From an optimization exercise on the open Yosys and OpenROAD flow, aimed at small area; shortcuts taken in it are not production practice. The RTL was checked by simulation tests, not by an equivalence proof against the original design. No driver is modelled on the clock port, so clocking that relies on it looks cheaper here than on a real chip. Power figures rest on the tool's default switching activity, not on a simulated workload.

Setup of rev 12:
## pokey_advanced
module pokey_advanced (
    input clk,               
    input enable_179mhz,     
    input reset_n,           
    input [3:0] addr,
    input [7:0] din,
    input we,
    output reg audio_pwm
);
==> flow/config.mk <==
export PLATFORM = sky130hd
export DESIGN_NAME = pokey_advanced
export DESIGN_NICKNAME = pokey_advanced
export VERILOG_FILES = /design/flow/design.v
export SDC_FILE = /design/flow/constraint.sdc
export NUM_CORES = 4
export LEC_CHECK = 0
export ABC_AREA = 1
export CAP_MARGIN = 20
export CORE_MARGIN = 2
export CORE_UTILIZATION = 40
export SLEW_MARGIN = 20
==> flow/constraint.sdc <==
create_clock -name core_clock -period 6.0 [get_ports {clk}]
set_input_delay 1.2000 -clock core_clock [delete_from_list [all_inputs] [get_ports {clk}]]
set_output_delay 1.2000 -clock core_clock [all_outputs]
set_load 0.01 [all_outputs]
standard.sh (not shown) runs the stock make flow with config.mk's settings and CLKGATE_MAP_FILE= SYNTH_SCRIPT=/design/flow/synth_recipe.tcl, a recipe that flattens the netlist after the stock synthesis.
==> flow/flow/run.sh <==
#!/bin/bash
# Standard ORFS synthesis, then the combinational logic between the
# registers re-mapped by ABC for area (registers and full adders kept as they
# are), then the standard ORFS layout with clkbuf_4 clock buffers (upsized
# after CTS where a leaf's slew is high), no dummy clock loads, and the
# smallest buffer on each port.
set -euo pipefail
export CTS_ARGS="-sink_clustering_enable -repair_clock_nets -dont_use_dummy_load -buf_list {sky130_fd_sc_hd__clkbuf_8} -sink_clustering_size 30 -sink_clustering_max_diameter 200 -sink_clustering_levels 1"
export POST_CTS_TCL=$PWD/flow/post_cts.tcl
export CLK_LEAF_SLEW=0.112
export BUFFER_PORTS_ARGS="-buffer_cell sky130_fd_sc_hd__buf_1"
R=orfs/results/$FLOW_PLATFORM/pokey_advanced/base
bash standard.sh synth > synth_make.log 2>&1
cp $R/1_2_yosys.v $R/1_2_yosys_std.v
export RESYN_IN=$R/1_2_yosys_std.v RESYN_OUT=$R/1_2_yosys.v
export RESYN_LIB=$FLOW_HOME/platforms/sky130hd/lib/sky130_fd_sc_hd__tt_025C_1v80.lib
export RESYN_ABC=$PWD/flow/area.abc
yosys -c flow/resyn.tcl > resyn.log 2>&1
rm -f $R/1_synth.odb $R/1_synth.sdc
bash standard.sh > flow_make.log 2>&1
Other scripts of this flow, unchanged in this note and not shown: flow/flow/area.abc, flow/flow/post_cts.tcl, flow/flow/resyn.tcl
Modified inputs, rev 13 compared to rev 12
- swapping 40 for 55 in CORE_UTILIZATION
- swapping 20 for 10 in CAP_MARGIN
- swapping 20 for 10 in SLEW_MARGIN
-- flow/flow/run.sh --
<<< rev 12, line 6
# smallest buffer on each port.
set -euo pipefail
export CTS_ARGS="-sink_clustering_enable -repair_clock_nets -dont_use_dummy_load -buf_list {sky130_fd_sc_hd__clkbuf_8} -sink_clustering_size 30 -sink_clustering_max_diameter 200 -sink_clustering_levels 1"
export POST_CTS_TCL=$PWD/flow/post_cts.tcl
export CLK_LEAF_SLEW=0.112
>>> rev 13, line 6
# smallest buffer on each port.
set -euo pipefail
export CTS_ARGS="-sink_clustering_enable -repair_clock_nets -dont_use_dummy_load -buf_list {sky130_fd_sc_hd__clkbuf_4}"
export POST_CTS_TCL=$PWD/flow/post_cts.tcl
export CLK_LEAF_SLEW=0.112
[summary]
Areal power density over the cells: rev 13 vs rev 12 down 3.8%. When rev 13 is set beside rev 12, its shortest period the worst path allows turns out to be 0.0059 ns smaller. Against rev 12, rev 13 comes in 5.7 points higher on global-route usage over all layers. Delta (rev 13 minus rev 12): finished layout cell area went down by about 2%, fmax about even.

## quartz
The RTL this note starts from:
==> flow/design.v <==
module pokey_advanced (
    input clk,               
    input enable_179mhz,     
    input reset_n,           
    input [3:0] addr,
    input [7:0] din,
    input we,
    output reg audio_pwm
);
    reg [7:0] audf0, audf1, audf2, audf3;
    wire [7:0] naudf0 = ~audf0;
    wire [7:0] naudf1 = ~audf1;
    wire [7:0] naudf2 = ~audf2;
    wire [7:0] naudf3 = ~audf3;
    reg [3:0] vol0, vol1, vol2, vol3;
    reg [1:0] dist0, dist1, dist2, dist3;    
    reg       use_15khz, link_34, link_12, fast3, fast1;
    wire [7:0] wd  = din & {8{reset_n}};
    wire [8:0] sel;
    assign sel[0] = ~reset_n | (we & addr == 4'd0);
    assign sel[1] = ~reset_n | (we & addr == 4'd1);
    assign sel[2] = ~reset_n | (we & addr == 4'd2);
    assign sel[3] = ~reset_n | (we & addr == 4'd3);
    assign sel[4] = ~reset_n | (we & addr == 4'd4);
    assign sel[5] = ~reset_n | (we & addr == 4'd5);
    assign sel[6] = ~reset_n | (we & addr == 4'd6);
    assign sel[7] = ~reset_n | (we & addr == 4'd7);
    assign sel[8] = ~reset_n | (we & addr == 4'd8);
    always @(posedge clk) begin
        if (sel[0]) audf0 <= wd;
        if (sel[1]) {dist0, vol0} <= {wd[7], wd[5], wd[3:0]};
        if (sel[2]) audf1 <= wd;
        if (sel[3]) {dist1, vol1} <= {wd[7], wd[5], wd[3:0]};
        if (sel[4]) audf2 <= wd;
        if (sel[5]) {dist2, vol2} <= {wd[7], wd[5], wd[3:0]};
        if (sel[6]) audf3 <= wd;
        if (sel[7]) {dist3, vol3} <= {wd[7], wd[5], wd[3:0]};
        if (sel[8]) {fast1, fast3, link_12, link_34, use_15khz} <= {wd[6], wd[5], wd[4], wd[3], wd[0]};
    end
    reg       pb;
    reg [3:0] pa;    
    reg [5:0] pc;    
    reg       en_d;  
    always @(posedge clk) begin
        en_d <= enable_179mhz & reset_n;
        if (!reset_n) begin
            pb <= 1'b0;
            pa <= 4'd0;
            pc <= 6'd0;
        end else if (enable_179mhz) begin
            pb <= ~pb;
            if (pb) begin
                pa <= (pa == 4'b0100) ? 4'd0 : {pa[2:0], ~(pa[3] ^ pa[2])};
                pc <= (pc == 6'b001010) ? 6'd0 : {pc[4:0], ~(pc[5] ^ pc[4])};
            end
        end
    end
    wire tick_64khz = en_d & ~pb & (pa == 4'd0);
    wire tick_15khz = en_d & ~pb & (pc == 6'd0);
    reg [4:0]  poly5;
    reg [16:0] poly17;
    always @(posedge clk) begin
        if (!reset_n) begin
            poly5  <= 5'b10101;
            poly17 <= 17'b10101010101010101;
        end else if (enable_179mhz) begin
            poly5  <= {poly5[3:0],  ~(poly5[4] ^ poly5[2])};
            poly17 <= {poly17[15:0], ~(poly17[16] ^ poly17[4])};
        end
    end
    wire p5 = poly5[4];
    wire p17 = poly17[16];
    wire base_tick = use_15khz ? tick_15khz : tick_64khz;
    wire t0 = fast1 ? enable_179mhz : base_tick;
    wire t1 = base_tick & ~link_12;
    wire t2 = fast3 ? enable_179mhz : base_tick;
    wire t3 = base_tick & ~link_34;
    localparam [7:0] PM = 8'hAA;
    reg [15:0] q0, q2;
    reg [7:0]  q1, q3;
    wire [15:0] nc0 = q0 ^ {PM, PM};
    wire [15:0] nc2 = q2 ^ {PM, PM};
    wire [7:0]  nc1 = q1 ^ PM;
    wire [7:0]  nc3 = q3 ^ PM;
    reg [3:0]  chan_out;
    wire [16:0] b0, b2;
    wire [8:0]  b1, b3;
    assign b0[0] = t0;
    assign b1[0] = t1;
    assign b2[0] = t2;
    assign b3[0] = t3;
    genvar g;
    generate
        for (g = 0; g < 16; g = g + 1) begin : bw
            assign b0[g+1] = b0[g] & nc0[g];
            assign b2[g+1] = b2[g] & nc2[g];
        end
        for (g = 0; g < 8; g = g + 1) begin : bn
            assign b1[g+1] = b1[g] & nc1[g];
            assign b3[g+1] = b3[g] & nc3[g];
        end
    endgenerate
    wire ld0 = b0[16];
    wire ld1 = b1[8];
    wire ld2 = b2[16];
    wire ld3 = b3[8];
    wire [15:0] nload0 = {naudf1 | {8{~link_12}}, naudf0};
    wire [15:0] nload2 = {naudf3 | {8{~link_34}}, naudf2};
    reg rst_d;
    always @(posedge clk) begin
        rst_d <= ~reset_n;
        q0 <= ((nc0 ^ b0[15:0]) | (nload0 & {16{ld0 | rst_d}})) ^ {PM, PM};
        q1 <= ((nc1 ^ b1[7:0])  | (naudf1 & {8{ld1 | rst_d}})) ^ PM;
        q2 <= ((nc2 ^ b2[15:0]) | (nload2 & {16{ld2 | rst_d}})) ^ {PM, PM};
        q3 <= ((nc3 ^ b3[7:0])  | (naudf3 & {8{ld3 | rst_d}})) ^ PM;
    end
    function nxt(input [1:0] d, input o, input a17, input a5);
        nxt = (d == 2'b11) ? ~o : ((d[0] | a17) & (d[1] | a5));
    endfunction
    always @(posedge clk) begin
        if (!reset_n) chan_out <= 4'd0;
        else begin
            if (ld0) chan_out[0] <= nxt(dist0, chan_out[0], p17, p5);
            if (ld1) chan_out[1] <= nxt(dist1, chan_out[1], p17, p5);
            if (ld2) chan_out[2] <= nxt(dist2, chan_out[2], p17, p5);
            if (ld3) chan_out[3] <= nxt(dist3, chan_out[3], p17, p5);
        end
    end
    wire [3:0] a = ~(vol0 & {4{chan_out[0]}});
    wire [3:0] b = ~(vol1 & {4{chan_out[1]}});
    wire [3:0] d = ~(vol2 & {4{chan_out[2]}});
    wire [3:0] e = ~(vol3 & {4{chan_out[3]}});
    reg  [5:0] p;    
    function [1:0] fa(input x, input y, input z);    
        fa = {(x & y) | (x & z) | (y & z), x ^ y ^ z};
    endfunction
    function maj(input x, input y, input z);
        maj = (x & y) | (x & z) | (y & z);
    endfunction
    wire [1:0] f00 = fa(a[0], b[0], d[0]);
    wire       c01 = maj(f00[0], e[0], p[0]);
    wire [1:0] f10 = fa(a[1], b[1], d[1]);
    wire [1:0] f11 = fa(e[1], p[1], f00[1]);
    wire       c12 = maj(f10[0], f11[0], c01);
    wire [1:0] f20 = fa(a[2], b[2], d[2]);
    wire [1:0] f21 = fa(e[2], p[2], f10[1]);
    wire [1:0] f22 = fa(f20[0], f21[0], f11[1]);
    wire       c23 = f22[0] | c12;                   
    wire [1:0] f30 = fa(a[3], b[3], d[3]);
    wire [1:0] f31 = fa(e[3], p[3], f20[1]);
    wire [1:0] f32 = fa(f21[1], f22[1], c23);
    wire       c33 = maj(f30[0], f31[0], f32[0]);
    wire [1:0] f40 = fa(p[4], f30[1], f31[1]);
    wire       c41 = maj(f40[0], f32[1], c33);
    wire       c50 = maj(p[5], f40[1], c41);
    always @(posedge clk) begin
        if (!reset_n) begin
            p <= 6'd0;
            audio_pwm <= 1'b0;
        end else begin
            p <= p + 6'd1;
            audio_pwm <= ~c50;
        end
    end
endmodule
clock: 6.0 ns
lec_check: 0
abc_area: 1
cap_margin: 20
core_margin: 2
core_utilization: 50
gpl_timing_driven: 0
place_density: 0.7
slew_margin: 20
==> flow/flow/run.sh <==
#!/bin/bash
# Standard ORFS synthesis, then the combinational logic between the
# registers re-mapped by ABC for area (registers and full adders kept as they
# are, with a search over which full adders run in the inverted domain), then
# the standard ORFS layout with clkbuf_4 clock buffers (upsized after CTS
# where a leaf's slew is high), no dummy clock loads, and the smallest buffer
# on each port.
set -euo pipefail
export CTS_ARGS="-sink_clustering_enable -repair_clock_nets -dont_use_dummy_load -buf_list {sky130_fd_sc_hd__clkbuf_4}"
export POST_CTS_TCL=$PWD/flow/post_cts.tcl
export CLK_LEAF_SLEW=0.112
export CLK_TREE_SLEW=0.2
export BUFFER_PORTS_ARGS="-buffer_cell sky130_fd_sc_hd__buf_1"
R=orfs/results/$FLOW_PLATFORM/pokey_advanced/base
bash standard.sh synth > synth_make.log 2>&1
cp $R/1_2_yosys.v $R/1_2_yosys_std.v
export RESYN_LIB=$FLOW_HOME/platforms/sky130hd/lib/sky130_fd_sc_hd__tt_025C_1v80.lib
export RESYN_ABC=$PWD/flow/area.abc
export RESYN_TCL=$PWD/flow/resyn.tcl
python3 flow/fa_search.py $R/1_2_yosys_std.v $R/1_2_yosys.v $PWD/resyn > fa_search.log 2>&1
rm -f $R/1_synth.odb $R/1_synth.sdc
bash standard.sh > flow_make.log 2>&1
Other scripts of this flow, unchanged in this note and not shown: flow/flow/area.abc, flow/flow/fa_search.py, flow/flow/post_cts.tcl, flow/flow/resyn.tcl
The flow did not stop early for quartz: all stages ran, and the layout cleared the timing, design-rule and antenna checks.
Input changes introduced in fjord (baseline for comparison: quartz):
-- flow/config.mk --
<<< quartz, line 10
export CORE_MARGIN = 2
export CORE_UTILIZATION = 50
export GPL_TIMING_DRIVEN = 0
export PLACE_DENSITY = 0.7
export SLEW_MARGIN = 20
>>> fjord, line 10
export CORE_MARGIN = 2
export CORE_UTILIZATION = 40
export SLEW_MARGIN = 20
## What came out
In the tables for fjord and quartz, final non-filler cell area reads higher with fjord. From quartz to fjord the numbers moved as follows: sequential share of layout area went down 0.71 points; post-synthesis to final-layout area growth grew by 1.2 points; share of cell area taken by multi-input logic gates down 0.37 points; worst hold slack went down. Final critical path time including I/O delays and setup came out lower on fjord than on quartz. Clock-pin slew on the worst setup and hold paths in fjord vs quartz: up 0.02 ns. Compared with quartz, placement density in the core of fjord is lower. In the reports for fjord and quartz, the larger logic depth of the worst setup path including buffers belongs to quartz.
[inputs] nickel vs fjord
-- flow/config.mk --
<<< fjord, line 11
export CORE_UTILIZATION = 40
export SLEW_MARGIN = 20
>>> nickel, line 11
export CORE_UTILIZATION = 40
export GPL_TIMING_DRIVEN = 0
export PLACE_DENSITY = 0.7
export SLEW_MARGIN = 20
Findings:
Relative to fjord, via count of the first global-routing pass has gone up in nickel.
The higher fraction of the core area covered by cells at the end of the flow came out of fjord.
| post-placement setup slack | lower: nickel |
Share of the final layout cell area in sequential cells, nickel and fjord: lower on fjord
Between fjord and nickel, post-route cell area decreased.
nickel vs. fjord: overall global routing resource usage went down by 0.30 points.
On flip-flop and latch count, nickel tracks fjord almost exactly.
nickel vs fjord, slack of the critical path went down by 0.41 ns.
Proportion of cell area occupied by multi-input gates: nickel > fjord
Of nickel and fjord, the higher power belongs to fjord.
Global-route met1 utilization was higher in the run labelled fjord.
> inputs changed (nickel -> delta)
-- flow/config.mk --
<<< nickel, line 10
export CORE_MARGIN = 2
export CORE_UTILIZATION = 40
export GPL_TIMING_DRIVEN = 0
export PLACE_DENSITY = 0.7
export SLEW_MARGIN = 20
>>> delta, line 10
export CORE_MARGIN = 2
export CORE_UTILIZATION = 60
export GPL_TIMING_DRIVEN = 0
export SLEW_MARGIN = 20
### Flow results
Total placed cells including tap cells went down by more than 10% going from nickel to delta.
Routability congestion estimate from global placement was higher in nickel than in delta.
Compared with nickel, in delta vertical extent of the die now sits lower; cell area lost 1.1%.
Diff nickel..delta | number of flip-flops and latches | unchanged
Modified inputs, umber compared to delta
-- flow/config.mk --
<<< delta, line 10
export CORE_MARGIN = 2
export CORE_UTILIZATION = 60
export GPL_TIMING_DRIVEN = 0
>>> umber, line 10
export CORE_MARGIN = 2
export CORE_UTILIZATION = 40
export GPL_TIMING_DRIVEN = 0
Notes after the runs:
On worst hold slack across all endpoints, umber and delta are neck and neck.
The higher layout buffer count excluding clock buffers of umber and delta is in umber.
Compared to delta, umber was floorplanned on a bigger die.
Total routed wire length on the met1 layer (umber over delta): decrease, 0.44%
umber ends up with a required time of the critical path that is 0.02 ns higher than in delta.
The utilization in umber sits 22 points below the value recorded for delta.

-- afterwards: timing with drivers on the ports --
In the flow no input, the clock included, has a driving cell. The finished layouts below were timed again as built, in two steps. Step 1 assumes that a clkbuf_16 drives the clock port and a buf_2 every other input. Step 2 moves the port delays by t, midway between the first and last clock arrival at a register: inputs arrive t later, outputs are due t later. That takes back most of the time a late clock gives input paths. Slacks: no drivers / after step 1 / after step 2; pairs: no drivers / after step 1.
run	t (ns)	slack for setup (ns)	hold WS [ns]	slew at the worst register clock pin (ns)
rev 12	0.469	1.865 / 1.865 / 1.507	0.443 / 0.443 / 0.443	0.08 / 0.08
rev 13	0.440	1.871 / 1.871 / 1.456	0.444 / 0.444 / 0.444	0.11 / 0.11
quartz	0.440	1.090 / 1.090 / 0.778	0.435 / 0.435 / 0.435	0.10 / 0.10
fjord	0.444	1.382 / 1.399 / 0.955	0.419 / 0.419 / 0.419	0.11 / 0.11
nickel	0.431	0.974 / 0.974 / 0.787	0.435 / 0.435 / 0.435	0.11 / 0.11
delta	0.434	1.137 / 1.137 / 0.785	0.435 / 0.435 / 0.435	0.11 / 0.11
umber	0.443	0.900 / 0.900 / 0.582	0.432 / 0.432 / 0.432	0.11 / 0.11
After both steps setup and hold are still met in every run listed. For fjord, which loses most, drivers alone change the setup slack by +0.017 ns; drivers and shift together by -0.427 ns.
